Source: an optimization exercise on an open RTL-to-GDS flow (aim: small area and a short achievable clock period). Production flows keep margins and buffers that such runs may drop. No functional check of the RTL was part of any run shown here.

## flow/design.v (module list and top-level ports; edited modules follow where they fit)
// module CTE: 1035 lines
// module CTE_fa: 5 lines
// module CTE_ha: 5 lines
module CTE ( clk, reset, op_mode, in_en, yuv_in, rgb_in, busy, out_valid, rgb_out, yuv_out);
  // ...
==> flow/flow/run.sh <==
#!/bin/bash
# Standard layout (the standard.sh: standard synthesis and ORFS flow), with the
# port buffers made from buf_2 instead of the default delay buffer.
set -euo pipefail
bash standard.sh "BUFFER_PORTS_ARGS=-buffer_cell sky130_fd_sc_hd__buf_2" finish > standard_flow.log 2>&1
==> flow/standard.sh <==
#!/bin/bash
# synth_recipe.tcl (not shown) runs the flow's synth.tcl, then flattens the netlist and writes it again
# the make line also repeats each setting of config.mk as NAME=value (left out here)
make -C /OpenROAD-flow-scripts/flow DESIGN_CONFIG=/design/flow/config.mk WORK_HOME=/design/flow/orfs CLKGATE_MAP_FILE= SYNTH_SCRIPT=/design/flow/synth_recipe.tcl "${@:-finish}"
==> flow/config.mk <==
export PLATFORM = sky130hd
export DESIGN_NAME = CTE
export DESIGN_NICKNAME = CTE
export VERILOG_FILES = /design/flow/design.v
export SDC_FILE = /design/flow/constraint.sdc
export NUM_CORES = 4
export LEC_CHECK = 0
export CAP_MARGIN = 20
export CORE_MARGIN = 2
export CORE_UTILIZATION = 40
export SLEW_MARGIN = 20
export SYNTH_HIERARCHICAL = 1
==> flow/constraint.sdc <==
create_clock -name core_clock -period 25.0 [get_ports {clk}]
set_input_delay 5.0000 -clock core_clock [delete_from_list [all_inputs] [get_ports {clk}]]
set_output_delay 5.0000 -clock core_clock [all_outputs]
set_load 0.01 [all_outputs]
==> impl_metrics.toml, run 1 <==
[run_status]
outcome = "no timing/DRC/antenna violations"

[floorplanning]
core_area_sq_um = 19500

[grt]
grt_max_degree = 40
busiest_layer = "met2"

[critical_path]
cpMostUsedCell = "fa_1"
crit_path_start_kind = "flip-flop"
cp_cell_sequence = "fa_1 -> fa_1 -> fa_1 -> fa_1 -> ha_1 -> a211o_1 -> o2111ai_1 -> o21ai_0 -> a211oi_1 -> o21ai_0 -> xnor2_1 -> buf_2"
r2r-end = "np[13]"

[sta]
max_freq_ghz = 0.107
hold_viol_final = 0
fin_ws_ps = 15630

[final_layout]
antenna_cells = 0
final_nets = 1053
fin_cells = 1058
multiInputGateArea_sq_um = 6230

[drt]
final_antenna_net_count = 0
top_layer_used = "met4"

[synth]
async_reset_ff_share_pct = 9.09
seq_area_frac_synth_pct = 16.3
synth_area_sq_um = 7990

[place]
portBuffers = 69

[job]
cap_viol_max_count = 0
==> run 2, diff against run 1 <==
==> flow/design.v (replaced) <==
`timescale 1ns/10ps
module CTE ( clk, reset, op_mode, in_en, yuv_in, rgb_in, busy, out_valid, rgb_out, yuv_out);
input   clk ;
input   reset ;
input   op_mode;
input   in_en;
output  busy;
output  out_valid;
input   [7:0]   yuv_in;
output  [23:0]  rgb_out;
input   [23:0]  rgb_in;
output  [7:0]   yuv_out;
reg [1:0] cnt;
reg busy_r, valid_r;
reg [23:0] d;
reg [15:0] np;
assign busy = busy_r;
assign out_valid = valid_r;
wire [7:0] yy = d[7:0], uu = d[23:16], vv = d[15:8];
wire [12:0] zz = np[12:0];
wire [23:0] rgb;
assign rgb_out = rgb;
wire m0_0 = ~zz[12] & (zz[11] | zz[3]);
wire m0_1 = ~zz[12] & (zz[11] | zz[4]);
wire m0_2 = ~zz[12] & (zz[11] | zz[5]);
wire m0_3 = ~zz[12] & (zz[11] | zz[6]);
wire m0_4 = ~zz[12] & (zz[11] | zz[7]);
wire m0_5 = ~zz[12] & (zz[11] | zz[8]);
wire m0_6 = ~zz[12] & (zz[11] | zz[9]);
wire m0_7 = ~zz[12] & (zz[11] | zz[10]);
wire m0_8 = ~uu[0];
wire m0_9 = ~uu[1];
wire m0_10 = ~uu[2];
wire m0_11 = ~uu[3];
wire m0_12 = ~uu[4];
wire m0_13 = ~uu[5];
wire m0_14 = ~uu[6];
wire m0_15 = ~vv[0];
wire m0_16 = ~vv[1];
wire m0_17 = ~vv[2];
wire m0_18 = ~vv[3];
wire m0_19 = ~vv[4];
wire m0_20 = ~vv[5];
wire m0_21 = ~vv[6];
wire m0_22 = ~vv[7];
wire m0_23, m0_24;
CTE_ha m0_i25 (.a(yy[0]), .b(m0_10), .s(m0_23), .co(m0_24));
wire m0_25, m0_26;
CTE_ha m0_i27 (.a(yy[1]), .b(m0_11), .s(m0_25), .co(m0_26));
wire m0_27, m0_28;
CTE_ha m0_i29 (.a(yy[2]), .b(m0_12), .s(m0_27), .co(m0_28));
wire m0_29, m0_30;
CTE_ha m0_i31 (.a(yy[3]), .b(m0_13), .s(m0_29), .co(m0_30));
wire m0_31, m0_32;
CTE_ha m0_i33 (.a(yy[4]), .b(m0_14), .s(m0_31), .co(m0_32));
wire m0_33, m0_34;
CTE_ha m0_i35 (.a(yy[5]), .b(uu[7]), .s(m0_33), .co(m0_34));
wire m0_35, m0_36;
CTE_ha m0_i37 (.a(m0_15), .b(vv[2]), .s(m0_35), .co(m0_36));
wire m0_37, m0_38;
CTE_fa m0_i39 (.a(m0_16), .b(vv[3]), .c(m0_24), .s(m0_37), .co(m0_38));
wire m0_39, m0_40;
CTE_fa m0_i41 (.a(m0_17), .b(vv[4]), .c(m0_26), .s(m0_39), .co(m0_40));
wire m0_41, m0_42;
CTE_fa m0_i43 (.a(m0_18), .b(vv[5]), .c(m0_28), .s(m0_41), .co(m0_42));
wire m0_43, m0_44;
CTE_fa m0_i45 (.a(m0_19), .b(vv[6]), .c(m0_30), .s(m0_43), .co(m0_44));
wire m0_45, m0_46;
CTE_fa m0_i47 (.a(m0_20), .b(m0_22), .c(m0_32), .s(m0_45), .co(m0_46));
wire m0_47, m0_48;
CTE_fa m0_i49 (.a(yy[6]), .b(m0_21), .c(1'b1), .s(m0_47), .co(m0_48));
wire m0_49, m0_50;
CTE_ha m0_i51 (.a(m0_8), .b(vv[0]), .s(m0_49), .co(m0_50));
wire m0_51, m0_52;
CTE_fa m0_i53 (.a(m0_9), .b(vv[1]), .c(1'b1), .s(m0_51), .co(m0_52));
wire m0_53, m0_54;
CTE_fa m0_i55 (.a(1'b1), .b(m0_23), .c(m0_35), .s(m0_53), .co(m0_54));
wire m0_55, m0_56;
CTE_fa m0_i57 (.a(m0_36), .b(m0_25), .c(m0_37), .s(m0_55), .co(m0_56));
wire m0_57, m0_58;
CTE_fa m0_i59 (.a(m0_27), .b(m0_38), .c(m0_39), .s(m0_57), .co(m0_58));
wire m0_59, m0_60;
CTE_fa m0_i61 (.a(m0_29), .b(m0_40), .c(m0_41), .s(m0_59), .co(m0_60));
wire m0_61, m0_62;
CTE_fa m0_i63 (.a(m0_31), .b(m0_42), .c(m0_43), .s(m0_61), .co(m0_62));
wire m0_63, m0_64;
CTE_fa m0_i65 (.a(m0_33), .b(m0_44), .c(m0_45), .s(m0_63), .co(m0_64));
wire m0_65, m0_66;
CTE_fa m0_i67 (.a(m0_34), .b(m0_47), .c(m0_46), .s(m0_65), .co(m0_66));
wire m0_67, m0_68;
CTE_fa m0_i69 (.a(yy[7]), .b(vv[7]), .c(m0_48), .s(m0_67), .co(m0_68));
wire m0_69 = 1'b1 ^ m0_49;
wire m0_70 = 1'b1 & m0_49;
wire m0_71 = m0_50 ^ m0_51;
wire m0_72 = m0_50 & m0_51;
wire m0_73 = m0_52 ^ m0_53;
wire m0_74 = m0_52 & m0_53;
wire m0_75 = m0_54 ^ m0_55;
wire m0_76 = m0_54 & m0_55;
wire m0_77 = m0_56 ^ m0_57;
wire m0_78 = m0_56 & m0_57;
wire m0_79 = m0_58 ^ m0_59;
wire m0_80 = m0_58 & m0_59;
wire m0_81 = m0_60 ^ m0_61;
wire m0_82 = m0_60 & m0_61;
wire m0_83 = m0_62 ^ m0_63;
wire m0_84 = m0_62 & m0_63;
wire m0_85 = m0_64 ^ m0_65;
wire m0_86 = m0_64 & m0_65;
wire m0_87 = m0_66 ^ m0_67;
wire m0_88 = m0_66 & m0_67;
wire m0_89 = m0_68 ^ 1'b1;
wire m0_90 = m0_68 & 1'b1;
wire m0_91 = m0_74 | (m0_73 & m0_72);
wire m0_92 = m0_73 & m0_71;
wire m0_93 = m0_78 | (m0_77 & m0_76);
wire m0_94 = m0_77 & m0_75;
wire m0_95 = m0_82 | (m0_81 & m0_80);
wire m0_96 = m0_81 & m0_79;
wire m0_97 = m0_86 | (m0_85 & m0_84);
wire m0_98 = m0_85 & m0_83;
wire m0_99 = m0_90 | (m0_89 & m0_88);
wire m0_100 = m0_89 & m0_87;
wire m0_101 = m0_72 | (m0_71 & m0_70);
wire m0_102 = m0_91 | (m0_92 & m0_70);
wire m0_103 = m0_80 | (m0_79 & m0_93);
wire m0_104 = m0_79 & m0_94;
wire m0_105 = m0_95 | (m0_96 & m0_93);
wire m0_106 = m0_96 & m0_94;
wire m0_107 = m0_88 | (m0_87 & m0_97);
wire m0_108 = m0_87 & m0_98;
wire m0_109 = m0_99 | (m0_100 & m0_97);
wire m0_110 = m0_100 & m0_98;
wire m0_111 = m0_76 | (m0_75 & m0_102);
wire m0_112 = m0_93 | (m0_94 & m0_102);
wire m0_113 = m0_103 | (m0_104 & m0_102);
wire m0_114 = m0_105 | (m0_106 & m0_102);
wire m0_115 = 1'b1 & m0_109;
wire m0_116 = 1'b1 & m0_110;
wire m0_117 = m0_84 | (m0_83 & m0_114);
wire m0_118 = m0_97 | (m0_98 & m0_114);
wire m0_119 = m0_107 | (m0_108 & m0_114);
wire m0_120 = m0_109 | (m0_110 & m0_114);
wire m0_121 = m0_115 | (m0_116 & m0_114);
wire m0_122 = m0_71 ^ m0_70;
wire m0_123 = m0_73 ^ m0_101;
wire m0_124 = m0_75 ^ m0_102;
wire m0_125 = m0_77 ^ m0_111;
wire m0_126 = m0_79 ^ m0_112;
wire m0_127 = m0_81 ^ m0_113;
wire m0_128 = m0_83 ^ m0_114;
wire m0_129 = m0_85 ^ m0_117;
wire m0_130 = m0_87 ^ m0_118;
wire m0_131 = m0_89 ^ m0_119;
wire m0_132 = 1'b1 ^ m0_120;
wire m0_133 = ~m0_132 & (m0_131 | m0_123);
wire m0_134 = ~m0_132 & (m0_131 | m0_124);
wire m0_135 = ~m0_132 & (m0_131 | m0_125);
wire m0_136 = ~m0_132 & (m0_131 | m0_126);
wire m0_137 = ~m0_132 & (m0_131 | m0_127);
wire m0_138 = ~m0_132 & (m0_131 | m0_128);
wire m0_139 = ~m0_132 & (m0_131 | m0_129);
wire m0_140 = ~m0_132 & (m0_131 | m0_130);
wire m0_141 = ~uu[7];
wire m0_142 = yy[1] ^ uu[0];
wire m0_143 = yy[1] & uu[0];
wire m0_144 = yy[2] ^ uu[1];
wire m0_145 = yy[2] & uu[1];
wire m0_146 = yy[3] ^ uu[2];
wire m0_147 = yy[3] & uu[2];
wire m0_148 = yy[4] ^ uu[3];
wire m0_149 = yy[4] & uu[3];
wire m0_150 = yy[5] ^ uu[4];
wire m0_151 = yy[5] & uu[4];
wire m0_152 = yy[6] ^ uu[5];
wire m0_153 = yy[6] & uu[5];
wire m0_154 = yy[7] ^ uu[6];
wire m0_155 = yy[7] & uu[6];
wire m0_156 = m0_141 ^ 1'b1;
wire m0_157 = m0_141 & 1'b1;
wire m0_158 = m0_142 & yy[0];
wire m0_159 = m0_147 | (m0_146 & m0_145);
wire m0_160 = m0_146 & m0_144;
wire m0_161 = m0_151 | (m0_150 & m0_149);
wire m0_162 = m0_150 & m0_148;
wire m0_163 = m0_155 | (m0_154 & m0_153);
wire m0_164 = m0_154 & m0_152;
wire m0_165 = 1'b1 & m0_157;
wire m0_166 = 1'b1 & m0_156;
wire m0_167 = m0_145 | (m0_144 & m0_143);
wire m0_168 = m0_144 & m0_158;
wire m0_169 = m0_159 | (m0_160 & m0_143);
wire m0_170 = m0_160 & m0_158;
wire m0_171 = m0_153 | (m0_152 & m0_161);
wire m0_172 = m0_152 & m0_162;
wire m0_173 = m0_163 | (m0_164 & m0_161);
wire m0_174 = m0_164 & m0_162;
wire m0_175 = m0_149 | (m0_148 & m0_169);
wire m0_176 = m0_148 & m0_170;
wire m0_177 = m0_161 | (m0_162 & m0_169);
wire m0_178 = m0_162 & m0_170;
wire m0_179 = m0_171 | (m0_172 & m0_169);
wire m0_180 = m0_172 & m0_170;
wire m0_181 = m0_173 | (m0_174 & m0_169);
wire m0_182 = m0_174 & m0_170;
wire m0_183 = m0_157 | (m0_156 & m0_181);
wire m0_184 = m0_156 & m0_182;
wire m0_185 = m0_165 | (m0_166 & m0_181);
wire m0_186 = m0_166 & m0_182;
wire m0_187 = m0_144 ^ m0_143;
wire m0_188 = m0_146 ^ m0_167;
wire m0_189 = m0_148 ^ m0_169;
wire m0_190 = m0_150 ^ m0_175;
wire m0_191 = m0_152 ^ m0_177;
wire m0_192 = m0_154 ^ m0_179;
wire m0_193 = m0_156 ^ m0_181;
wire m0_194 = 1'b1 ^ m0_183;
wire m0_195 = ~m0_194 & (m0_193 | yy[0]);
wire m0_196 = ~m0_194 & (m0_193 | m0_142);
wire m0_197 = ~m0_194 & (m0_193 | m0_187);
wire m0_198 = ~m0_194 & (m0_193 | m0_188);
wire m0_199 = ~m0_194 & (m0_193 | m0_189);
wire m0_200 = ~m0_194 & (m0_193 | m0_190);
wire m0_201 = ~m0_194 & (m0_193 | m0_191);
wire m0_202 = ~m0_194 & (m0_193 | m0_192);
assign rgb = {m0_7, m0_6, m0_5, m0_4, m0_3, m0_2, m0_1, m0_0, m0_140, m0_139, m0_138, m0_137, m0_136, m0_135, m0_134, m0_133, m0_202, m0_201, m0_200, m0_199, m0_198, m0_197, m0_196, m0_195};
wire [7:0] ir = rgb_in[23:16], ig = rgb_in[15:8], ib = rgb_in[7:0];
wire [7:0] dr = d[23:16], dg = d[15:8], db = d[7:0];
wire su = op_mode & (cnt == 2'd0), sy = op_mode & cnt[0], sv = op_mode & (cnt == 2'd2), sz = ~op_mode;
wire [15:0] na;
wire [7:0] q;
assign yuv_out = q;
wire ea_0 = (su & ir[0]) | (sv & dr[0]);
wire ea_1 = (su & ir[1]) | (sv & dr[1]) | (sy & dr[0]);
wire ea_2 = (su & ir[2]) | (sv & dr[2]) | (sy & dr[1]);
wire ea_3 = (su & ir[3]) | (sv & dr[3]) | (sy & dr[2]);
wire ea_4 = (su & ir[4]) | (sv & dr[4]) | (sy & dr[3]);
wire ea_5 = (su & ir[5]) | (sv & dr[5]) | (sy & dr[4]);
wire ea_6 = (su & ir[6]) | (sv & dr[6]) | (sy & dr[5]);
wire ea_7 = (su & ir[7]) | (sv & dr[7]) | (sy & dr[6]);
wire ea_8 = (sy & dr[7]);
wire ea_9 = (su & ~ir[0]) | (sy & dr[0]);
wire ea_10 = (su & ~ir[1]) | (sy & dr[1]) | (sv & dr[0]);
wire ea_11 = (su & ~ir[2]) | (sy & dr[2]) | (sv & dr[1]);
wire ea_12 = (su & ~ir[3]) | (sy & dr[3]) | (sv & dr[2]);
wire ea_13 = (su & ~ir[4]) | (sy & dr[4]) | (sv & dr[3]);
wire ea_14 = (su & ~ir[5]) | (sy & dr[5]) | (sv & dr[4]);
wire ea_15 = (su & ~ir[6]) | (sy & dr[6]) | (sv & dr[5]);
wire ea_16 = (su & ~ir[7]) | (sy & dr[7]) | (sv & dr[6]);
wire ea_17 = (sv & dr[7]);
wire ea_18 = (sz & dg[0]);
wire ea_19 = (sz & dg[1]);
wire ea_20 = (sz & dg[2]);
wire ea_21 = (sz & dg[3]);
wire ea_22 = (sz & dg[4]);
wire ea_23 = (sz & dg[5]);
wire ea_24 = (sy & dg[0]) | (su & ~ig[0]) | (sv & ~dg[0]) | (sz & dg[6]);
wire ea_25 = (sy & dg[1]) | (su & ~ig[1]) | (sv & ~dg[1]) | (sz & ~dg[7]);
wire ea_26 = (sy & dg[2]) | (su & ~ig[2]) | (sv & ~dg[2]);
wire ea_27 = (sy & dg[3]) | (su & ~ig[3]) | (sv & ~dg[3]);
wire ea_28 = (sy & dg[4]) | (su & ~ig[4]) | (sv & ~dg[4]);
wire ea_29 = (sy & dg[5]) | (su & ~ig[5]) | (sv & ~dg[5]);
wire ea_30 = (sy & dg[6]) | (su & ~ig[6]) | (sv & ~dg[6]);
wire ea_31 = (sy & dg[7]) | (su & ~ig[7]) | (sv & ~dg[7]);
wire ea_32 = (su & ig[0]) | ((sy|sz) & dg[0]);
wire ea_33 = (su & ig[1]) | ((sy|sz) & dg[1]);
wire ea_34 = (su & ig[2]) | ((sy|sz) & dg[2]);
wire ea_35 = (su & ig[3]) | ((sy|sz) & dg[3]);
wire ea_36 = (su & ig[4]) | ((sy|sz) & dg[4]);
wire ea_37 = (su & ig[5]) | ((sy|sz) & dg[5]);
wire ea_38 = (su & ig[6]) | ((sy|sz) & dg[6]);
wire ea_39 = (su & ig[7]) | (sy & dg[7]) | (sz & ~dg[7]);
wire ea_40 = (su & ig[0]) | (sz & dg[0]);
wire ea_41 = (su & ig[1]) | (sz & dg[1]);
wire ea_42 = (su & ig[2]) | (sz & dg[2]);
wire ea_43 = (su & ig[3]) | (sz & dg[3]) | (sy & dg[0]);
wire ea_44 = (su & ig[4]) | (sz & dg[4]) | (sy & dg[1]);
wire ea_45 = (su & ig[5]) | (sz & dg[5]) | (sy & dg[2]);
wire ea_46 = (su & ig[6]) | (sz & dg[6]) | (sy & dg[3]);
wire ea_47 = (su & ig[7]) | (sz & ~dg[7]) | (sy & dg[4]);
wire ea_48 = (sy & dg[5]);
wire ea_49 = (sy & dg[6]);
wire ea_50 = (sy & dg[7]);
wire ea_51 = (su & ib[0]) | ((sy|sz) & db[0]) | (sv & ~db[0]);
wire ea_52 = (su & ib[1]) | ((sy|sz) & db[1]) | (sv & ~db[1]);
wire ea_53 = (su & ib[2]) | ((sy|sz) & db[2]) | (sv & ~db[2]);
wire ea_54 = (su & ib[3]) | ((sy|sz) & db[3]) | (sv & ~db[3]);
wire ea_55 = (su & ib[4]) | ((sy|sz) & db[4]) | (sv & ~db[4]);
wire ea_56 = (su & ib[5]) | ((sy|sz) & db[5]) | (sv & ~db[5]);
wire ea_57 = (su & ib[6]) | ((sy|sz) & db[6]) | (sv & ~db[6]);
wire ea_58 = (su & ib[7]) | ((sy|sz) & db[7]) | (sv & ~db[7]);
wire ea_59 = (su & ib[0]) | (sy & db[0]);
wire ea_60 = (su & ib[1]) | (sy & db[1]);
wire ea_61 = (su & ib[2]) | (sy & db[2]);
wire ea_62 = (su & ib[3]) | (sy & db[3]);
wire ea_63 = (su & ib[4]) | (sy & db[4]);
wire ea_64 = (su & ib[5]) | (sy & db[5]);
wire ea_65 = (su & ib[6]) | (sy & db[6]);
wire ea_66 = (su & ib[7]) | (sy & db[7]);
wire ea_67 = (sy & db[0]);
wire ea_68 = (sy & db[1]);
wire ea_69 = (sy & db[2]);
wire ea_70 = (sy & db[3]);
wire ea_71 = (sy & db[4]);
wire ea_72 = (sy & db[5]);
wire ea_73 = (su & ib[0]) | (sy & db[6]);
wire ea_74 = (su & ib[1]) | (sy & db[7]);
wire ea_75 = (su & ib[2]);
wire ea_76 = (su & ib[3]);
wire ea_77 = (su & ib[4]);
wire ea_78 = (su & ib[5]);
wire ea_79 = (su & ib[6]);
wire ea_80 = (su & ib[7]);
wire ea_81 = su|sy|sv;
wire ea_82 = su|sy|sv;
wire ea_83 = sz;
wire ea_84 = sv;
wire ea_85 = su|sy|sv;
wire ea_86 = su;
wire ea_87 = sy;
wire ea_88 = sy|sz;
wire ea_89 = su|sv|sz;
wire ea_90 = su|sy|sv;
wire ea_91 = sv|sz;
wire ea_92 = su|sy|sz;
wire ea_93 = su|sz;
wire ea_94 = su|sy|sz;
wire ea_95 = su|sz;
wire ea_96, ea_97;
CTE_fa ea_i98 (.a(ea_0), .b(ea_21), .c(ea_32), .s(ea_96), .co(ea_97));
wire ea_98, ea_99;
CTE_fa ea_i100 (.a(ea_1), .b(ea_22), .c(ea_33), .s(ea_98), .co(ea_99));
wire ea_100, ea_101;
CTE_ha ea_i102 (.a(ea_42), .b(ea_52), .s(ea_100), .co(ea_101));
wire ea_102, ea_103;
CTE_fa ea_i104 (.a(ea_2), .b(ea_9), .c(ea_23), .s(ea_102), .co(ea_103));
wire ea_104, ea_105;
CTE_fa ea_i106 (.a(ea_34), .b(ea_43), .c(ea_53), .s(ea_104), .co(ea_105));
wire ea_106, ea_107;
CTE_ha ea_i108 (.a(ea_62), .b(ea_72), .s(ea_106), .co(ea_107));
wire ea_108, ea_109;
CTE_fa ea_i110 (.a(ea_3), .b(ea_10), .c(ea_24), .s(ea_108), .co(ea_109));
wire ea_110, ea_111;
CTE_fa ea_i112 (.a(ea_35), .b(ea_44), .c(ea_54), .s(ea_110), .co(ea_111));
wire ea_112, ea_113;
CTE_fa ea_i114 (.a(ea_63), .b(ea_73), .c(ea_87), .s(ea_112), .co(ea_113));
wire ea_114, ea_115;
CTE_fa ea_i116 (.a(ea_4), .b(ea_11), .c(ea_25), .s(ea_114), .co(ea_115));
wire ea_116, ea_117;
CTE_fa ea_i118 (.a(ea_36), .b(ea_45), .c(ea_55), .s(ea_116), .co(ea_117));
wire ea_118, ea_119;
CTE_fa ea_i120 (.a(ea_64), .b(ea_74), .c(ea_88), .s(ea_118), .co(ea_119));
wire ea_120, ea_121;
CTE_fa ea_i122 (.a(ea_5), .b(ea_12), .c(ea_26), .s(ea_120), .co(ea_121));
wire ea_122, ea_123;
CTE_fa ea_i124 (.a(ea_37), .b(ea_46), .c(ea_56), .s(ea_122), .co(ea_123));
wire ea_124, ea_125;
CTE_fa ea_i126 (.a(ea_65), .b(ea_75), .c(ea_89), .s(ea_124), .co(ea_125));
wire ea_126, ea_127;
CTE_fa ea_i128 (.a(ea_6), .b(ea_13), .c(ea_27), .s(ea_126), .co(ea_127));
wire ea_128, ea_129;
CTE_fa ea_i130 (.a(ea_38), .b(ea_47), .c(ea_57), .s(ea_128), .co(ea_129));
wire ea_130, ea_131;
CTE_fa ea_i132 (.a(ea_66), .b(ea_76), .c(ea_90), .s(ea_130), .co(ea_131));
wire ea_132, ea_133;
CTE_fa ea_i134 (.a(ea_7), .b(ea_14), .c(ea_28), .s(ea_132), .co(ea_133));
wire ea_134, ea_135;
CTE_fa ea_i136 (.a(ea_39), .b(ea_48), .c(ea_58), .s(ea_134), .co(ea_135));
wire ea_136, ea_137;
CTE_fa ea_i138 (.a(ea_8), .b(ea_15), .c(ea_29), .s(ea_136), .co(ea_137));
wire ea_138, ea_139;
CTE_ha ea_i140 (.a(ea_20), .b(ea_40), .s(ea_138), .co(ea_139));
wire ea_140, ea_141;
CTE_fa ea_i142 (.a(ea_41), .b(ea_51), .c(ea_60), .s(ea_140), .co(ea_141));
wire ea_142, ea_143;
CTE_ha ea_i144 (.a(ea_70), .b(ea_84), .s(ea_142), .co(ea_143));
wire ea_144, ea_145;
CTE_fa ea_i146 (.a(ea_61), .b(ea_71), .c(ea_85), .s(ea_144), .co(ea_145));
wire ea_146, ea_147;
CTE_fa ea_i148 (.a(ea_97), .b(ea_98), .c(ea_100), .s(ea_146), .co(ea_147));
wire ea_148, ea_149;
CTE_fa ea_i150 (.a(ea_86), .b(ea_99), .c(ea_101), .s(ea_148), .co(ea_149));
wire ea_150, ea_151;
CTE_fa ea_i152 (.a(ea_102), .b(ea_104), .c(ea_106), .s(ea_150), .co(ea_151));
wire ea_152, ea_153;
CTE_fa ea_i154 (.a(ea_103), .b(ea_105), .c(ea_107), .s(ea_152), .co(ea_153));
wire ea_154, ea_155;
CTE_fa ea_i156 (.a(ea_108), .b(ea_110), .c(ea_112), .s(ea_154), .co(ea_155));
wire ea_156, ea_157;
CTE_fa ea_i158 (.a(ea_109), .b(ea_111), .c(ea_113), .s(ea_156), .co(ea_157));
wire ea_158, ea_159;
CTE_fa ea_i160 (.a(ea_114), .b(ea_116), .c(ea_118), .s(ea_158), .co(ea_159));
wire ea_160, ea_161;
CTE_fa ea_i162 (.a(ea_115), .b(ea_117), .c(ea_119), .s(ea_160), .co(ea_161));
wire ea_162, ea_163;
CTE_fa ea_i164 (.a(ea_120), .b(ea_122), .c(ea_124), .s(ea_162), .co(ea_163));
wire ea_164, ea_165;
CTE_fa ea_i166 (.a(ea_121), .b(ea_123), .c(ea_125), .s(ea_164), .co(ea_165));
wire ea_166, ea_167;
CTE_fa ea_i168 (.a(ea_126), .b(ea_128), .c(ea_130), .s(ea_166), .co(ea_167));
wire ea_168, ea_169;
CTE_fa ea_i170 (.a(ea_77), .b(ea_127), .c(ea_129), .s(ea_168), .co(ea_169));
wire ea_170, ea_171;
CTE_fa ea_i172 (.a(ea_131), .b(ea_132), .c(ea_134), .s(ea_170), .co(ea_171));
wire ea_172, ea_173;
CTE_fa ea_i174 (.a(ea_49), .b(ea_78), .c(ea_91), .s(ea_172), .co(ea_173));
wire ea_174, ea_175;
CTE_fa ea_i176 (.a(ea_133), .b(ea_135), .c(ea_136), .s(ea_174), .co(ea_175));
wire ea_176, ea_177;
CTE_fa ea_i178 (.a(ea_16), .b(ea_30), .c(ea_50), .s(ea_176), .co(ea_177));
wire ea_178, ea_179;
CTE_fa ea_i180 (.a(ea_79), .b(ea_92), .c(ea_137), .s(ea_178), .co(ea_179));
wire ea_180, ea_181;
CTE_fa ea_i182 (.a(ea_17), .b(ea_31), .c(ea_80), .s(ea_180), .co(ea_181));
wire ea_182, ea_183;
CTE_ha ea_i184 (.a(ea_59), .b(ea_69), .s(ea_182), .co(ea_183));
wire ea_184, ea_185;
CTE_fa ea_i186 (.a(ea_139), .b(ea_96), .c(ea_140), .s(ea_184), .co(ea_185));
wire ea_186, ea_187;
CTE_fa ea_i188 (.a(ea_141), .b(ea_143), .c(ea_144), .s(ea_186), .co(ea_187));
wire ea_188, ea_189;
CTE_fa ea_i190 (.a(ea_145), .b(ea_147), .c(ea_148), .s(ea_188), .co(ea_189));
wire ea_190, ea_191;
CTE_fa ea_i192 (.a(ea_149), .b(ea_151), .c(ea_152), .s(ea_190), .co(ea_191));
wire ea_192, ea_193;
CTE_fa ea_i194 (.a(ea_153), .b(ea_155), .c(ea_156), .s(ea_192), .co(ea_193));
wire ea_194, ea_195;
CTE_fa ea_i196 (.a(ea_157), .b(ea_159), .c(ea_160), .s(ea_194), .co(ea_195));
wire ea_196, ea_197;
CTE_fa ea_i198 (.a(ea_161), .b(ea_163), .c(ea_164), .s(ea_196), .co(ea_197));
wire ea_198, ea_199;
CTE_fa ea_i200 (.a(ea_165), .b(ea_167), .c(ea_168), .s(ea_198), .co(ea_199));
wire ea_200, ea_201;
CTE_fa ea_i202 (.a(ea_172), .b(ea_169), .c(ea_171), .s(ea_200), .co(ea_201));
wire ea_202, ea_203;
CTE_fa ea_i204 (.a(ea_173), .b(ea_176), .c(ea_175), .s(ea_202), .co(ea_203));
wire ea_204, ea_205;
CTE_fa ea_i206 (.a(ea_93), .b(ea_177), .c(ea_180), .s(ea_204), .co(ea_205));
wire ea_206, ea_207;
CTE_ha ea_i208 (.a(ea_18), .b(ea_67), .s(ea_206), .co(ea_207));
wire ea_208, ea_209;
CTE_fa ea_i210 (.a(ea_19), .b(ea_68), .c(ea_82), .s(ea_208), .co(ea_209));
wire ea_210, ea_211;
CTE_fa ea_i212 (.a(ea_83), .b(ea_138), .c(ea_182), .s(ea_210), .co(ea_211));
wire ea_212, ea_213;
CTE_fa ea_i214 (.a(ea_183), .b(ea_142), .c(ea_184), .s(ea_212), .co(ea_213));
wire ea_214, ea_215;
CTE_fa ea_i216 (.a(ea_185), .b(ea_146), .c(ea_186), .s(ea_214), .co(ea_215));
wire ea_216, ea_217;
CTE_fa ea_i218 (.a(ea_187), .b(ea_150), .c(ea_188), .s(ea_216), .co(ea_217));
wire ea_218, ea_219;
CTE_fa ea_i220 (.a(ea_154), .b(ea_189), .c(ea_190), .s(ea_218), .co(ea_219));
wire ea_220, ea_221;
CTE_fa ea_i222 (.a(ea_158), .b(ea_191), .c(ea_192), .s(ea_220), .co(ea_221));
wire ea_222, ea_223;
CTE_fa ea_i224 (.a(ea_162), .b(ea_193), .c(ea_194), .s(ea_222), .co(ea_223));
wire ea_224, ea_225;
CTE_fa ea_i226 (.a(ea_166), .b(ea_195), .c(ea_196), .s(ea_224), .co(ea_225));
wire ea_226, ea_227;
CTE_fa ea_i228 (.a(ea_170), .b(ea_197), .c(ea_198), .s(ea_226), .co(ea_227));
wire ea_228, ea_229;
CTE_fa ea_i230 (.a(ea_174), .b(ea_199), .c(ea_200), .s(ea_228), .co(ea_229));
wire ea_230, ea_231;
CTE_fa ea_i232 (.a(ea_178), .b(ea_201), .c(ea_202), .s(ea_230), .co(ea_231));
wire ea_232, ea_233;
CTE_fa ea_i234 (.a(ea_179), .b(ea_204), .c(ea_203), .s(ea_232), .co(ea_233));
wire ea_234, ea_235;
CTE_fa ea_i236 (.a(ea_94), .b(ea_181), .c(ea_205), .s(ea_234), .co(ea_235));
wire ea_236 = ea_81 ^ ea_206;
wire ea_237 = ea_81 & ea_206;
wire ea_238 = ea_207 ^ ea_208;
wire ea_239 = ea_207 & ea_208;
wire ea_240 = ea_209 ^ ea_210;
wire ea_241 = ea_209 & ea_210;
wire ea_242 = ea_211 ^ ea_212;
wire ea_243 = ea_211 & ea_212;
wire ea_244 = ea_213 ^ ea_214;
wire ea_245 = ea_213 & ea_214;
wire ea_246 = ea_215 ^ ea_216;
wire ea_247 = ea_215 & ea_216;
wire ea_248 = ea_217 ^ ea_218;
wire ea_249 = ea_217 & ea_218;
wire ea_250 = ea_219 ^ ea_220;
wire ea_251 = ea_219 & ea_220;
wire ea_252 = ea_221 ^ ea_222;
wire ea_253 = ea_221 & ea_222;
wire ea_254 = ea_223 ^ ea_224;
wire ea_255 = ea_223 & ea_224;
wire ea_256 = ea_225 ^ ea_226;
wire ea_257 = ea_225 & ea_226;
wire ea_258 = ea_227 ^ ea_228;
wire ea_259 = ea_227 & ea_228;
wire ea_260 = ea_229 ^ ea_230;
wire ea_261 = ea_229 & ea_230;
wire ea_262 = ea_231 ^ ea_232;
wire ea_263 = ea_231 & ea_232;
wire ea_264 = ea_233 ^ ea_234;
wire ea_265 = ea_233 & ea_234;
wire ea_266 = ea_235 ^ ea_95;
wire ea_267 = ea_235 & ea_95;
wire ea_268 = ea_239 | (ea_238 & ea_237);
wire ea_269 = ea_238 & ea_236;
wire ea_270 = ea_241 | (ea_240 & ea_239);
wire ea_271 = ea_240 & ea_238;
wire ea_272 = ea_243 | (ea_242 & ea_241);
wire ea_273 = ea_242 & ea_240;
wire ea_274 = ea_245 | (ea_244 & ea_243);
wire ea_275 = ea_244 & ea_242;
wire ea_276 = ea_247 | (ea_246 & ea_245);
wire ea_277 = ea_246 & ea_244;
wire ea_278 = ea_249 | (ea_248 & ea_247);
wire ea_279 = ea_248 & ea_246;
wire ea_280 = ea_251 | (ea_250 & ea_249);
wire ea_281 = ea_250 & ea_248;
wire ea_282 = ea_253 | (ea_252 & ea_251);
wire ea_283 = ea_252 & ea_250;
wire ea_284 = ea_255 | (ea_254 & ea_253);
wire ea_285 = ea_254 & ea_252;
wire ea_286 = ea_257 | (ea_256 & ea_255);
wire ea_287 = ea_256 & ea_254;
wire ea_288 = ea_259 | (ea_258 & ea_257);
wire ea_289 = ea_258 & ea_256;
wire ea_290 = ea_261 | (ea_260 & ea_259);
wire ea_291 = ea_260 & ea_258;
wire ea_292 = ea_263 | (ea_262 & ea_261);
wire ea_293 = ea_262 & ea_260;
wire ea_294 = ea_265 | (ea_264 & ea_263);
wire ea_295 = ea_264 & ea_262;
wire ea_296 = ea_267 | (ea_266 & ea_265);
wire ea_297 = ea_266 & ea_264;
wire ea_298 = ea_270 | (ea_271 & ea_237);
wire ea_299 = ea_271 & ea_236;
wire ea_300 = ea_272 | (ea_273 & ea_268);
wire ea_301 = ea_273 & ea_269;
wire ea_302 = ea_274 | (ea_275 & ea_270);
wire ea_303 = ea_275 & ea_271;
wire ea_304 = ea_276 | (ea_277 & ea_272);
wire ea_305 = ea_277 & ea_273;
wire ea_306 = ea_278 | (ea_279 & ea_274);
wire ea_307 = ea_279 & ea_275;
wire ea_308 = ea_280 | (ea_281 & ea_276);
wire ea_309 = ea_281 & ea_277;
wire ea_310 = ea_282 | (ea_283 & ea_278);
wire ea_311 = ea_283 & ea_279;
wire ea_312 = ea_284 | (ea_285 & ea_280);
wire ea_313 = ea_285 & ea_281;
wire ea_314 = ea_286 | (ea_287 & ea_282);
wire ea_315 = ea_287 & ea_283;
wire ea_316 = ea_288 | (ea_289 & ea_284);
wire ea_317 = ea_289 & ea_285;
wire ea_318 = ea_290 | (ea_291 & ea_286);
wire ea_319 = ea_291 & ea_287;
wire ea_320 = ea_292 | (ea_293 & ea_288);
wire ea_321 = ea_293 & ea_289;
wire ea_322 = ea_294 | (ea_295 & ea_290);
wire ea_323 = ea_295 & ea_291;
wire ea_324 = ea_296 | (ea_297 & ea_292);
wire ea_325 = ea_297 & ea_293;
wire ea_326 = ea_302 | (ea_303 & ea_237);
wire ea_327 = ea_303 & ea_236;
wire ea_328 = ea_304 | (ea_305 & ea_268);
wire ea_329 = ea_305 & ea_269;
wire ea_330 = ea_306 | (ea_307 & ea_298);
wire ea_331 = ea_307 & ea_299;
wire ea_332 = ea_308 | (ea_309 & ea_300);
wire ea_333 = ea_309 & ea_301;
wire ea_334 = ea_310 | (ea_311 & ea_302);
wire ea_335 = ea_311 & ea_303;
wire ea_336 = ea_312 | (ea_313 & ea_304);
wire ea_337 = ea_313 & ea_305;
wire ea_338 = ea_314 | (ea_315 & ea_306);
wire ea_339 = ea_315 & ea_307;
wire ea_340 = ea_316 | (ea_317 & ea_308);
wire ea_341 = ea_317 & ea_309;
wire ea_342 = ea_318 | (ea_319 & ea_310);
wire ea_343 = ea_319 & ea_311;
wire ea_344 = ea_320 | (ea_321 & ea_312);
wire ea_345 = ea_321 & ea_313;
wire ea_346 = ea_322 | (ea_323 & ea_314);
wire ea_347 = ea_323 & ea_315;
wire ea_348 = ea_324 | (ea_325 & ea_316);
wire ea_349 = ea_325 & ea_317;
wire ea_350 = ea_334 | (ea_335 & ea_237);
wire ea_351 = ea_335 & ea_236;
wire ea_352 = ea_336 | (ea_337 & ea_268);
wire ea_353 = ea_337 & ea_269;
wire ea_354 = ea_338 | (ea_339 & ea_298);
wire ea_355 = ea_339 & ea_299;
wire ea_356 = ea_340 | (ea_341 & ea_300);
wire ea_357 = ea_341 & ea_301;
wire ea_358 = ea_342 | (ea_343 & ea_326);
wire ea_359 = ea_343 & ea_327;
wire ea_360 = ea_344 | (ea_345 & ea_328);
wire ea_361 = ea_345 & ea_329;
wire ea_362 = ea_346 | (ea_347 & ea_330);
wire ea_363 = ea_347 & ea_331;
wire ea_364 = ea_348 | (ea_349 & ea_332);
wire ea_365 = ea_349 & ea_333;
wire ea_366 = ea_238 ^ ea_237;
wire ea_367 = ea_240 ^ ea_268;
wire ea_368 = ea_242 ^ ea_298;
wire ea_369 = ea_244 ^ ea_300;
wire ea_370 = ea_246 ^ ea_326;
wire ea_371 = ea_248 ^ ea_328;
wire ea_372 = ea_250 ^ ea_330;
wire ea_373 = ea_252 ^ ea_332;
wire ea_374 = ea_254 ^ ea_350;
wire ea_375 = ea_256 ^ ea_352;
wire ea_376 = ea_258 ^ ea_354;
wire ea_377 = ea_260 ^ ea_356;
wire ea_378 = ea_262 ^ ea_358;
wire ea_379 = ea_264 ^ ea_360;
wire ea_380 = ea_266 ^ ea_362;
assign na = {ea_380, ea_379, ea_378, ea_377, ea_376, ea_375, ea_374, ea_373, ea_372, ea_371, ea_370, ea_369, ea_368, ea_367, ea_366, ea_236};
wire eb_n236 = np[0];
wire eb_n366 = np[1];
wire eb_n367 = np[2];
wire eb_n368 = np[3];
wire eb_n369 = np[4];
wire eb_n370 = np[5];
wire eb_n371 = np[6];
wire eb_n372 = np[7];
wire eb_n373 = np[8];
wire eb_n374 = np[9];
wire eb_n375 = np[10];
wire eb_n376 = np[11];
wire eb_n377 = np[12];
wire eb_n378 = np[13];
wire eb_n379 = np[14];
wire eb_n380 = np[15];
wire eb_0, eb_1;
CTE_ha eb_i2 (.a(eb_n236), .b(eb_n366), .s(eb_0), .co(eb_1));
wire eb_2, eb_3;
CTE_fa eb_i4 (.a(eb_n366), .b(eb_n367), .c(eb_n371), .s(eb_2), .co(eb_3));
wire eb_4, eb_5;
CTE_fa eb_i6 (.a(eb_n367), .b(eb_n368), .c(eb_n372), .s(eb_4), .co(eb_5));
wire eb_6, eb_7;
CTE_fa eb_i8 (.a(eb_n368), .b(eb_n369), .c(eb_n373), .s(eb_6), .co(eb_7));
wire eb_8, eb_9;
CTE_ha eb_i10 (.a(eb_n369), .b(eb_n370), .s(eb_8), .co(eb_9));
wire eb_10, eb_11;
CTE_ha eb_i12 (.a(eb_n368), .b(eb_n369), .s(eb_10), .co(eb_11));
wire eb_12, eb_13;
CTE_fa eb_i14 (.a(eb_n236), .b(eb_n369), .c(eb_n370), .s(eb_12), .co(eb_13));
wire eb_14, eb_15;
CTE_ha eb_i16 (.a(eb_n372), .b(eb_n375), .s(eb_14), .co(eb_15));
wire eb_16, eb_17;
CTE_fa eb_i18 (.a(eb_0), .b(eb_n370), .c(eb_n371), .s(eb_16), .co(eb_17));
wire eb_18, eb_19;
CTE_fa eb_i20 (.a(eb_n373), .b(eb_n376), .c(eb_n377), .s(eb_18), .co(eb_19));
wire eb_20, eb_21;
CTE_fa eb_i22 (.a(eb_1), .b(eb_n372), .c(eb_n374), .s(eb_20), .co(eb_21));
wire eb_22, eb_23;
CTE_fa eb_i24 (.a(eb_n377), .b(eb_n378), .c(eb_2), .s(eb_22), .co(eb_23));
wire eb_24, eb_25;
CTE_fa eb_i26 (.a(eb_n373), .b(eb_3), .c(eb_n375), .s(eb_24), .co(eb_25));
wire eb_26, eb_27;
CTE_fa eb_i28 (.a(eb_n378), .b(eb_n379), .c(eb_4), .s(eb_26), .co(eb_27));
wire eb_28, eb_29;
CTE_fa eb_i30 (.a(eb_5), .b(eb_n374), .c(eb_n376), .s(eb_28), .co(eb_29));
wire eb_30, eb_31;
CTE_fa eb_i32 (.a(eb_n379), .b(eb_n380), .c(eb_6), .s(eb_30), .co(eb_31));
wire eb_32, eb_33;
CTE_fa eb_i34 (.a(eb_8), .b(eb_7), .c(eb_n374), .s(eb_32), .co(eb_33));
wire eb_34, eb_35;
CTE_fa eb_i36 (.a(eb_n375), .b(eb_n377), .c(eb_n380), .s(eb_34), .co(eb_35));
wire eb_36, eb_37;
CTE_fa eb_i38 (.a(eb_n370), .b(eb_9), .c(eb_n371), .s(eb_36), .co(eb_37));
wire eb_38, eb_39;
CTE_fa eb_i40 (.a(eb_n375), .b(eb_n376), .c(eb_n378), .s(eb_38), .co(eb_39));
wire eb_40, eb_41;
CTE_fa eb_i42 (.a(eb_n371), .b(eb_n372), .c(eb_n376), .s(eb_40), .co(eb_41));
wire eb_42, eb_43;
CTE_ha eb_i44 (.a(eb_n377), .b(eb_n379), .s(eb_42), .co(eb_43));
wire eb_44, eb_45;
CTE_fa eb_i46 (.a(eb_n372), .b(eb_n373), .c(eb_n377), .s(eb_44), .co(eb_45));
wire eb_46, eb_47;
CTE_ha eb_i48 (.a(eb_n378), .b(eb_n380), .s(eb_46), .co(eb_47));
wire eb_48, eb_49;
CTE_fa eb_i50 (.a(eb_n373), .b(eb_n374), .c(eb_n378), .s(eb_48), .co(eb_49));
wire eb_50, eb_51;
CTE_ha eb_i52 (.a(eb_n374), .b(eb_n375), .s(eb_50), .co(eb_51));
wire eb_52, eb_53;
CTE_ha eb_i54 (.a(eb_10), .b(eb_n371), .s(eb_52), .co(eb_53));
wire eb_54, eb_55;
CTE_fa eb_i56 (.a(eb_11), .b(eb_12), .c(eb_n376), .s(eb_54), .co(eb_55));
wire eb_56, eb_57;
CTE_fa eb_i58 (.a(eb_13), .b(eb_16), .c(eb_15), .s(eb_56), .co(eb_57));
wire eb_58, eb_59;
CTE_fa eb_i60 (.a(eb_17), .b(eb_19), .c(eb_20), .s(eb_58), .co(eb_59));
wire eb_60, eb_61;
CTE_fa eb_i62 (.a(eb_21), .b(eb_23), .c(eb_24), .s(eb_60), .co(eb_61));
wire eb_62, eb_63;
CTE_fa eb_i64 (.a(eb_25), .b(eb_27), .c(eb_28), .s(eb_62), .co(eb_63));
wire eb_64, eb_65;
CTE_fa eb_i66 (.a(eb_29), .b(eb_31), .c(eb_32), .s(eb_64), .co(eb_65));
wire eb_66, eb_67;
CTE_fa eb_i68 (.a(eb_36), .b(eb_33), .c(eb_35), .s(eb_66), .co(eb_67));
wire eb_68, eb_69;
CTE_fa eb_i70 (.a(eb_37), .b(eb_39), .c(eb_40), .s(eb_68), .co(eb_69));
wire eb_70, eb_71;
CTE_fa eb_i72 (.a(eb_41), .b(eb_43), .c(eb_44), .s(eb_70), .co(eb_71));
wire eb_72, eb_73;
CTE_fa eb_i74 (.a(eb_n379), .b(eb_45), .c(eb_47), .s(eb_72), .co(eb_73));
wire eb_74, eb_75;
CTE_fa eb_i76 (.a(eb_n379), .b(eb_n380), .c(eb_49), .s(eb_74), .co(eb_75));
wire eb_76, eb_77;
CTE_fa eb_i78 (.a(eb_n375), .b(eb_n376), .c(eb_n380), .s(eb_76), .co(eb_77));
wire eb_78, eb_79;
CTE_ha eb_i80 (.a(eb_n374), .b(eb_n375), .s(eb_78), .co(eb_79));
wire eb_80, eb_81;
CTE_fa eb_i82 (.a(eb_53), .b(eb_14), .c(eb_54), .s(eb_80), .co(eb_81));
wire eb_82, eb_83;
CTE_fa eb_i84 (.a(eb_55), .b(eb_18), .c(eb_56), .s(eb_82), .co(eb_83));
wire eb_84, eb_85;
CTE_fa eb_i86 (.a(eb_22), .b(eb_57), .c(eb_58), .s(eb_84), .co(eb_85));
wire eb_86, eb_87;
CTE_fa eb_i88 (.a(eb_26), .b(eb_59), .c(eb_60), .s(eb_86), .co(eb_87));
wire eb_88, eb_89;
CTE_fa eb_i90 (.a(eb_30), .b(eb_61), .c(eb_62), .s(eb_88), .co(eb_89));
wire eb_90, eb_91;
CTE_fa eb_i92 (.a(eb_34), .b(eb_63), .c(eb_64), .s(eb_90), .co(eb_91));
wire eb_92, eb_93;
CTE_fa eb_i94 (.a(eb_38), .b(eb_65), .c(eb_66), .s(eb_92), .co(eb_93));
wire eb_94, eb_95;
CTE_fa eb_i96 (.a(eb_42), .b(eb_67), .c(eb_68), .s(eb_94), .co(eb_95));
wire eb_96, eb_97;
CTE_fa eb_i98 (.a(eb_46), .b(eb_69), .c(eb_70), .s(eb_96), .co(eb_97));
wire eb_98, eb_99;
CTE_fa eb_i100 (.a(eb_48), .b(eb_71), .c(eb_72), .s(eb_98), .co(eb_99));
wire eb_100, eb_101;
CTE_fa eb_i102 (.a(eb_50), .b(eb_73), .c(eb_74), .s(eb_100), .co(eb_101));
wire eb_102, eb_103;
CTE_fa eb_i104 (.a(eb_51), .b(eb_76), .c(eb_75), .s(eb_102), .co(eb_103));
wire eb_104, eb_105;
CTE_fa eb_i106 (.a(eb_n376), .b(eb_n377), .c(eb_77), .s(eb_104), .co(eb_105));
wire eb_106, eb_107;
CTE_ha eb_i108 (.a(eb_n377), .b(eb_n378), .s(eb_106), .co(eb_107));
wire eb_108, eb_109;
CTE_ha eb_i110 (.a(eb_n378), .b(eb_n379), .s(eb_108), .co(eb_109));
wire eb_110, eb_111;
CTE_ha eb_i112 (.a(eb_n379), .b(eb_n380), .s(eb_110), .co(eb_111));
wire eb_112 = eb_52 ^ eb_78;
wire eb_113 = eb_52 & eb_78;
wire eb_114 = eb_79 ^ eb_80;
wire eb_115 = eb_79 & eb_80;
wire eb_116 = eb_81 ^ eb_82;
wire eb_117 = eb_81 & eb_82;
wire eb_118 = eb_83 ^ eb_84;
wire eb_119 = eb_83 & eb_84;
wire eb_120 = eb_85 ^ eb_86;
wire eb_121 = eb_85 & eb_86;
wire eb_122 = eb_87 ^ eb_88;
wire eb_123 = eb_87 & eb_88;
wire eb_124 = eb_89 ^ eb_90;
wire eb_125 = eb_89 & eb_90;
wire eb_126 = eb_91 ^ eb_92;
wire eb_127 = eb_91 & eb_92;
wire eb_128 = eb_93 ^ eb_94;
wire eb_129 = eb_93 & eb_94;
wire eb_130 = eb_95 ^ eb_96;
wire eb_131 = eb_95 & eb_96;
wire eb_132 = eb_97 ^ eb_98;
wire eb_133 = eb_97 & eb_98;
wire eb_134 = eb_99 ^ eb_100;
wire eb_135 = eb_99 & eb_100;
wire eb_136 = eb_101 ^ eb_102;
wire eb_137 = eb_101 & eb_102;
wire eb_138 = eb_103 ^ eb_104;
wire eb_139 = eb_103 & eb_104;
wire eb_140 = eb_105 ^ eb_106;
wire eb_141 = eb_105 & eb_106;
wire eb_142 = eb_107 ^ eb_108;
wire eb_143 = eb_107 & eb_108;
wire eb_144 = eb_109 ^ eb_110;
wire eb_145 = eb_109 & eb_110;
wire eb_146 = eb_111 ^ eb_n380;
wire eb_147 = eb_111 & eb_n380;
wire eb_148 = eb_115 | (eb_114 & eb_113);
wire eb_149 = eb_114 & eb_112;
wire eb_150 = eb_117 | (eb_116 & eb_115);
wire eb_151 = eb_116 & eb_114;
wire eb_152 = eb_119 | (eb_118 & eb_117);
wire eb_153 = eb_118 & eb_116;
wire eb_154 = eb_121 | (eb_120 & eb_119);
wire eb_155 = eb_120 & eb_118;
wire eb_156 = eb_123 | (eb_122 & eb_121);
wire eb_157 = eb_122 & eb_120;
wire eb_158 = eb_125 | (eb_124 & eb_123);
wire eb_159 = eb_124 & eb_122;
wire eb_160 = eb_127 | (eb_126 & eb_125);
wire eb_161 = eb_126 & eb_124;
wire eb_162 = eb_129 | (eb_128 & eb_127);
wire eb_163 = eb_128 & eb_126;
wire eb_164 = eb_131 | (eb_130 & eb_129);
wire eb_165 = eb_130 & eb_128;
wire eb_166 = eb_133 | (eb_132 & eb_131);
wire eb_167 = eb_132 & eb_130;
wire eb_168 = eb_135 | (eb_134 & eb_133);
wire eb_169 = eb_134 & eb_132;
wire eb_170 = eb_137 | (eb_136 & eb_135);
wire eb_171 = eb_136 & eb_134;
wire eb_172 = eb_139 | (eb_138 & eb_137);
wire eb_173 = eb_138 & eb_136;
wire eb_174 = eb_141 | (eb_140 & eb_139);
wire eb_175 = eb_140 & eb_138;
wire eb_176 = eb_143 | (eb_142 & eb_141);
wire eb_177 = eb_142 & eb_140;
wire eb_178 = eb_145 | (eb_144 & eb_143);
wire eb_179 = eb_144 & eb_142;
wire eb_180 = eb_147 | (eb_146 & eb_145);
wire eb_181 = eb_146 & eb_144;
wire eb_182 = eb_150 | (eb_151 & eb_113);
wire eb_183 = eb_151 & eb_112;
wire eb_184 = eb_152 | (eb_153 & eb_148);
wire eb_185 = eb_153 & eb_149;
wire eb_186 = eb_154 | (eb_155 & eb_150);
wire eb_187 = eb_155 & eb_151;
wire eb_188 = eb_156 | (eb_157 & eb_152);
wire eb_189 = eb_157 & eb_153;
wire eb_190 = eb_158 | (eb_159 & eb_154);
wire eb_191 = eb_159 & eb_155;
wire eb_192 = eb_160 | (eb_161 & eb_156);
wire eb_193 = eb_161 & eb_157;
wire eb_194 = eb_162 | (eb_163 & eb_158);
wire eb_195 = eb_163 & eb_159;
wire eb_196 = eb_164 | (eb_165 & eb_160);
wire eb_197 = eb_165 & eb_161;
wire eb_198 = eb_166 | (eb_167 & eb_162);
wire eb_199 = eb_167 & eb_163;
wire eb_200 = eb_168 | (eb_169 & eb_164);
wire eb_201 = eb_169 & eb_165;
wire eb_202 = eb_170 | (eb_171 & eb_166);
wire eb_203 = eb_171 & eb_167;
wire eb_204 = eb_172 | (eb_173 & eb_168);
wire eb_205 = eb_173 & eb_169;
wire eb_206 = eb_174 | (eb_175 & eb_170);
wire eb_207 = eb_175 & eb_171;
wire eb_208 = eb_176 | (eb_177 & eb_172);
wire eb_209 = eb_177 & eb_173;
wire eb_210 = eb_178 | (eb_179 & eb_174);
wire eb_211 = eb_179 & eb_175;
wire eb_212 = eb_180 | (eb_181 & eb_176);
wire eb_213 = eb_181 & eb_177;
wire eb_214 = eb_186 | (eb_187 & eb_113);
wire eb_215 = eb_187 & eb_112;
wire eb_216 = eb_188 | (eb_189 & eb_148);
wire eb_217 = eb_189 & eb_149;
wire eb_218 = eb_190 | (eb_191 & eb_182);
wire eb_219 = eb_191 & eb_183;
wire eb_220 = eb_192 | (eb_193 & eb_184);
wire eb_221 = eb_193 & eb_185;
wire eb_222 = eb_194 | (eb_195 & eb_186);
wire eb_223 = eb_195 & eb_187;
wire eb_224 = eb_196 | (eb_197 & eb_188);
wire eb_225 = eb_197 & eb_189;
wire eb_226 = eb_198 | (eb_199 & eb_190);
wire eb_227 = eb_199 & eb_191;
wire eb_228 = eb_200 | (eb_201 & eb_192);
wire eb_229 = eb_201 & eb_193;
wire eb_230 = eb_202 | (eb_203 & eb_194);
wire eb_231 = eb_203 & eb_195;
wire eb_232 = eb_204 | (eb_205 & eb_196);
wire eb_233 = eb_205 & eb_197;
wire eb_234 = eb_206 | (eb_207 & eb_198);
wire eb_235 = eb_207 & eb_199;
wire eb_236 = eb_208 | (eb_209 & eb_200);
wire eb_237 = eb_209 & eb_201;
wire eb_238 = eb_210 | (eb_211 & eb_202);
wire eb_239 = eb_211 & eb_203;
wire eb_240 = eb_212 | (eb_213 & eb_204);
wire eb_241 = eb_213 & eb_205;
wire eb_242 = eb_222 | (eb_223 & eb_113);
wire eb_243 = eb_223 & eb_112;
wire eb_244 = eb_224 | (eb_225 & eb_148);
wire eb_245 = eb_225 & eb_149;
wire eb_246 = eb_226 | (eb_227 & eb_182);
wire eb_247 = eb_227 & eb_183;
wire eb_248 = eb_228 | (eb_229 & eb_184);
wire eb_249 = eb_229 & eb_185;
wire eb_250 = eb_230 | (eb_231 & eb_214);
wire eb_251 = eb_231 & eb_215;
wire eb_252 = eb_232 | (eb_233 & eb_216);
wire eb_253 = eb_233 & eb_217;
wire eb_254 = eb_234 | (eb_235 & eb_218);
wire eb_255 = eb_235 & eb_219;
wire eb_256 = eb_236 | (eb_237 & eb_220);
wire eb_257 = eb_237 & eb_221;
wire eb_258 = eb_238 | (eb_239 & eb_222);
wire eb_259 = eb_239 & eb_223;
wire eb_260 = eb_240 | (eb_241 & eb_224);
wire eb_261 = eb_241 & eb_225;
wire eb_262 = eb_258 | (eb_259 & eb_113);
wire eb_263 = eb_259 & eb_112;
wire eb_264 = eb_260 | (eb_261 & eb_148);
wire eb_265 = eb_261 & eb_149;
wire eb_266 = eb_114 ^ eb_113;
wire eb_267 = eb_116 ^ eb_148;
wire eb_268 = eb_118 ^ eb_182;
wire eb_269 = eb_120 ^ eb_184;
wire eb_270 = eb_122 ^ eb_214;
wire eb_271 = eb_124 ^ eb_216;
wire eb_272 = eb_126 ^ eb_218;
wire eb_273 = eb_128 ^ eb_220;
wire eb_274 = eb_130 ^ eb_242;
wire eb_275 = eb_132 ^ eb_244;
wire eb_276 = eb_134 ^ eb_246;
wire eb_277 = eb_136 ^ eb_248;
wire eb_278 = eb_138 ^ eb_250;
wire eb_279 = eb_140 ^ eb_252;
wire eb_280 = eb_142 ^ eb_254;
wire eb_281 = eb_144 ^ eb_256;
wire eb_282 = eb_146 ^ eb_262;
assign q = {~eb_282, eb_281, eb_280, eb_279, eb_278, eb_277, eb_276, eb_275};
always @(posedge clk or posedge reset) begin
    if (reset) begin
        cnt <= 2'd0;
        busy_r <= 1'b0;
        valid_r <= 1'b0;
    end else if (op_mode) begin
        if (in_en) begin
            cnt <= cnt + 2'd1;
            busy_r <= ~cnt[0];
            valid_r <= 1'b1;
        end
    end else begin
        if (busy_r && valid_r) begin
            busy_r <= 1'b0;
            valid_r <= 1'b0;
        end else if (busy_r && cnt == 2'd0) begin
            valid_r <= 1'b1;
        end else if (busy_r) begin
            busy_r <= 1'b0;
            valid_r <= 1'b1;
        end else if (in_en) begin
            cnt <= cnt + 2'd1;
            if (cnt[1]) busy_r <= 1'b1;
            if (cnt == 2'd3) valid_r <= 1'b0;
        end
    end
end
always @(posedge clk) begin
    if (op_mode) begin
        if (in_en && !cnt[0]) d <= rgb_in;
        if (in_en) np <= na;
    end else begin
        np <= na;
    end
    if (!op_mode && in_en && !busy_r) begin
        if (cnt == 2'd0) d[23:16] <= yuv_in;
        if (cnt == 2'd2) d[15:8] <= yuv_in;
        if (cnt[0]) d[7:0] <= yuv_in;
    end
end
endmodule
module CTE_fa (a, b, c, s, co);
input a, b, c; output s, co;
assign s = a ^ b ^ c;
assign co = (a & b) | (a & c) | (b & c);
endmodule
module CTE_ha (a, b, s, co);
input a, b; output s, co;
assign s = a ^ b;
assign co = a & b;
endmodule
==> run 2 against run 1 <==
Critical endpoint is now np[12]. Core utilization is 0.47 points lower. Via count is 2.2% higher. Die area is 4.4% lower.
==> impl_metrics.toml, run 2 <==
[synth]
avgSynthCellArea_sq_um = 10.1
yosys.area.top_type_share_pct = 33.6
synth-simple-area-share_pct = 10.5
synth_edf_count = 16
synth_area_sq_um = 7620
ys.warnings.count = 7
syn_inst = 756
synth_mux_area_share_pct = 3.30
seq_area_frac_synth_pct = 13.9
synth_compound_area_share_pct = 15.2
synth_top_area_cell = "fa_1"
synth-adder-area-share_pct = 47.3
synth_area_leaders = "fa_1 (34%), ha_1 (13%), dfxtp_1 (6.3%)"
synthTopCellsByCount = "fa_1 (128), ha_1 (77), nand2_1 (77), nor2_1 (47), o21ai_0 (36)"
async_reset_ff_share_pct = 9.09
synthXorXnorAreaFrac_pct = 3.56
yosysMostFrequentCell = "fa_1"
synth_top_family_by_area = "adder cells"
synth.distinct_cells = 60
synth_ff_type = "dfxtp_1"
synth-seq-cells = 44

[place]
portBuffers = 69
place_area_sq_um = 7940
gp_congestion = 0.912
detailed_place_hpwl_um = 14900

[sta]
period_minus_slack_ps = 10270
maxSlewViolCount = 0
hold_viol_final = 0
setup_viol = 0
period_share_pct = 41.1
max_freq_ghz = 0.0974
fin_worst_skew_ps = 9.08
rsz0062_at_grt = "false"
setup_tns_ps = 0
tightest_slew_ps = 829
slew_headroom_pct = 44.7

[clock_tree]
postCtsHoldBufs = 0
clk_pin_slew_ps = 70
cts_tree = "built"
cts_resized = 0
clockBufferDepth = 2
post_cts_buffers = 0
cts_root_buffer = "clkbuf_16"
cts.htree.levels = 2
cts_sinks = 44
clock_latency_ps = 300
cts_buffers = 5

[grt]
grt_max_degree = 33
grt_pass1_wl_um = 30200
antenna_found_initial = 0
grt_pass1_vias = 5741
grt.total_usage_pct = 19.1
overflow = 0

[critical_path]
crit_path_max_fanout = 32
critical_path_class = "in2reg"
setup.worst_path.end_class = "flip-flop"
required_ps = 25050
cp.arrival_ps = 10320
crit_path_start_kind = "primary input"

[final_layout]
antenna_cells = 0
postLayoutCellArea_sq_um = 8100
mostFrequentLayoutCells = "fa_1 (128), nand2_1 (77), ha_1 (77), buf_2 (69), nor2_1 (47)"
largest_register = "d"
drive_gt1_share_pct = 12.8
final_nets = 1019
synthToLayoutAreaGrowth_pct = 6.24
reg_top3 = "d x24, np x16, cnt x2"
largest_register_ffs = 24
final_common_cell = "fa_1"
fin_util_pct = 43.3

[drt]
drt-vias-per-instance = 5.56
route.detailed.wl_per_inst_um = 17.8
dr.pass1.iters = 5
drcViolationCount = 0
first_iter_violations = 456
vias = 5630
final_antenna_net_count = 0
detail_route.wirelength_um = 18000

[floorplanning]
die_area_sq_um = 20200
die_w_um = 142
ios = 70
rows = 50
start_util_pct = 40.7
core_area_sq_um = 18700
die_h_um = 142

[run_status]
outcome = "no timing/DRC/antenna violations"

[job]
cap_viol_max_count = 0

[hold_path]
hp-class = "reg2reg"
-- run 2: changes by cell type after synthesis, moves of 9 or more --
cell and delta:
dfxtp_1 +24, and2_1 -12, nand2_1 -36, and3_1 +13, edfxtp_1 -24, a211o_1 +9, fa_1 -9, mux2i_1 +24
xor2_1 -9, o21ai_0 +17, ha_1 -11, nor2_1 +27
-- run 2: final cells by class --
| class | count | area, sq um |
|---|---|---|
| clock buffers | 6 | 150 |
| clock inverters | 2 | 12.5 |
| fillers | 1825 | 10600 |
| inverters | 36 | 135 |
| multi-input cells | 621 | 6090 |
| flip-flops and latches | 44 | 1060 |
| well taps | 234 | 293 |
| repair buffers | 70 | 353 |
-- run 2: per-layer routing --
layer  up-vias  GRT usage [%]  wire length (um)
li1       2653              -                 -
met1      2799           27.5              8640
met2       149           30.5              8340
met3        29           2.39               694
met4         0           5.05               348
met5         -              0                 0
-- run 2: final timing paths --
check	start	to	slack, ps	cells after the start
min in group asynchronous	reset	cnt[1]	4560	2
hold reg to reg	valid_r	valid_r	550	1
setup / recovery	op_mode	np[12]	14730	16
hold / removal	valid_r	valid_r	550	1
max in group asynchronous	reset	busy_r	20290	2
setup reg to reg	cnt[0]	np[12]	18520	17
-- run 2: kinds of logic after synthesis --
| logic type | Yosys count |
|---|---|
| compound gates | 170 |
| xor+xnor | 31 |
| fa+ha+maj | 212 |
| buf+inv | 93 |
| flops | 44 |
| mux | 25 |
| other cells | 1 |
| simple gates | 180 |
-- run 2: through the flow --
stage,hold slack (ps),setup slack (ps),std cells
after global placement,545,14560,1005
final,554,14730,1013
after global routing,607,14400,1013
after CTS,554,14800,1013
after detailed placement,536,14500,1005
after floorplan,545,15880,758
-- run 2: modules after synthesis (local to each module, per instance) --
module,cells inside,cell area [sq um],copies in the design
CTE_fa,1,20.0,123
CTE_ha,1,12.5,26
CTE,607,4830,1
-- run 2: worst max-delay path, cell delays in order --
cell,delay [ps]
buf_2,280
nand2_1,540
clkinv_1,780
nand2_1,260
o21ai_0,150
fa_1,480
fa_1,450
fa_1,550
fa_1,430
ha_1,250
a211o_1,260
a31oi_1,220
o211ai_1,180
a31o_1,250
a21oi_2,140
xnor2_1,80

what the ideal ports hide:
The results above use ideal ports. As a check the final layouts listed here were re-extracted and re-timed, cells and wires unchanged.
Step 1: set_driving_cell puts a clkbuf_16 on clk and a buf_2 on each other input, an assumption about the parent block.
Step 2 adds t to the input delays and takes it off the output delays; t is the mean of the earliest and latest rising clock arrival at the registers after step 1. Input paths then give back, and output paths get back, about the clock's delay inside the block.
Three values: ideal ports, drivers, drivers and shift; two values: the first two.
run | t (ns) | slack for setup (ns) | hold WS [ns] | worst setup path after step 2 | clock arrival spread, ns
run 1 | 0.330 | 15.634 / 15.592 / 15.721 | 0.612 / 0.612 / 0.612 | input to register | 0.010 / 0.009
run 2 | 0.334 | 14.730 / 14.751 / 14.418 | 0.554 / 0.554 / 0.554 | input to register | 0.010 / 0.009
After both steps every run listed still meets setup and hold. The setup slack of run 2, which loses most, moves by +0.021 ns with the drivers and by -0.312 ns with both steps.
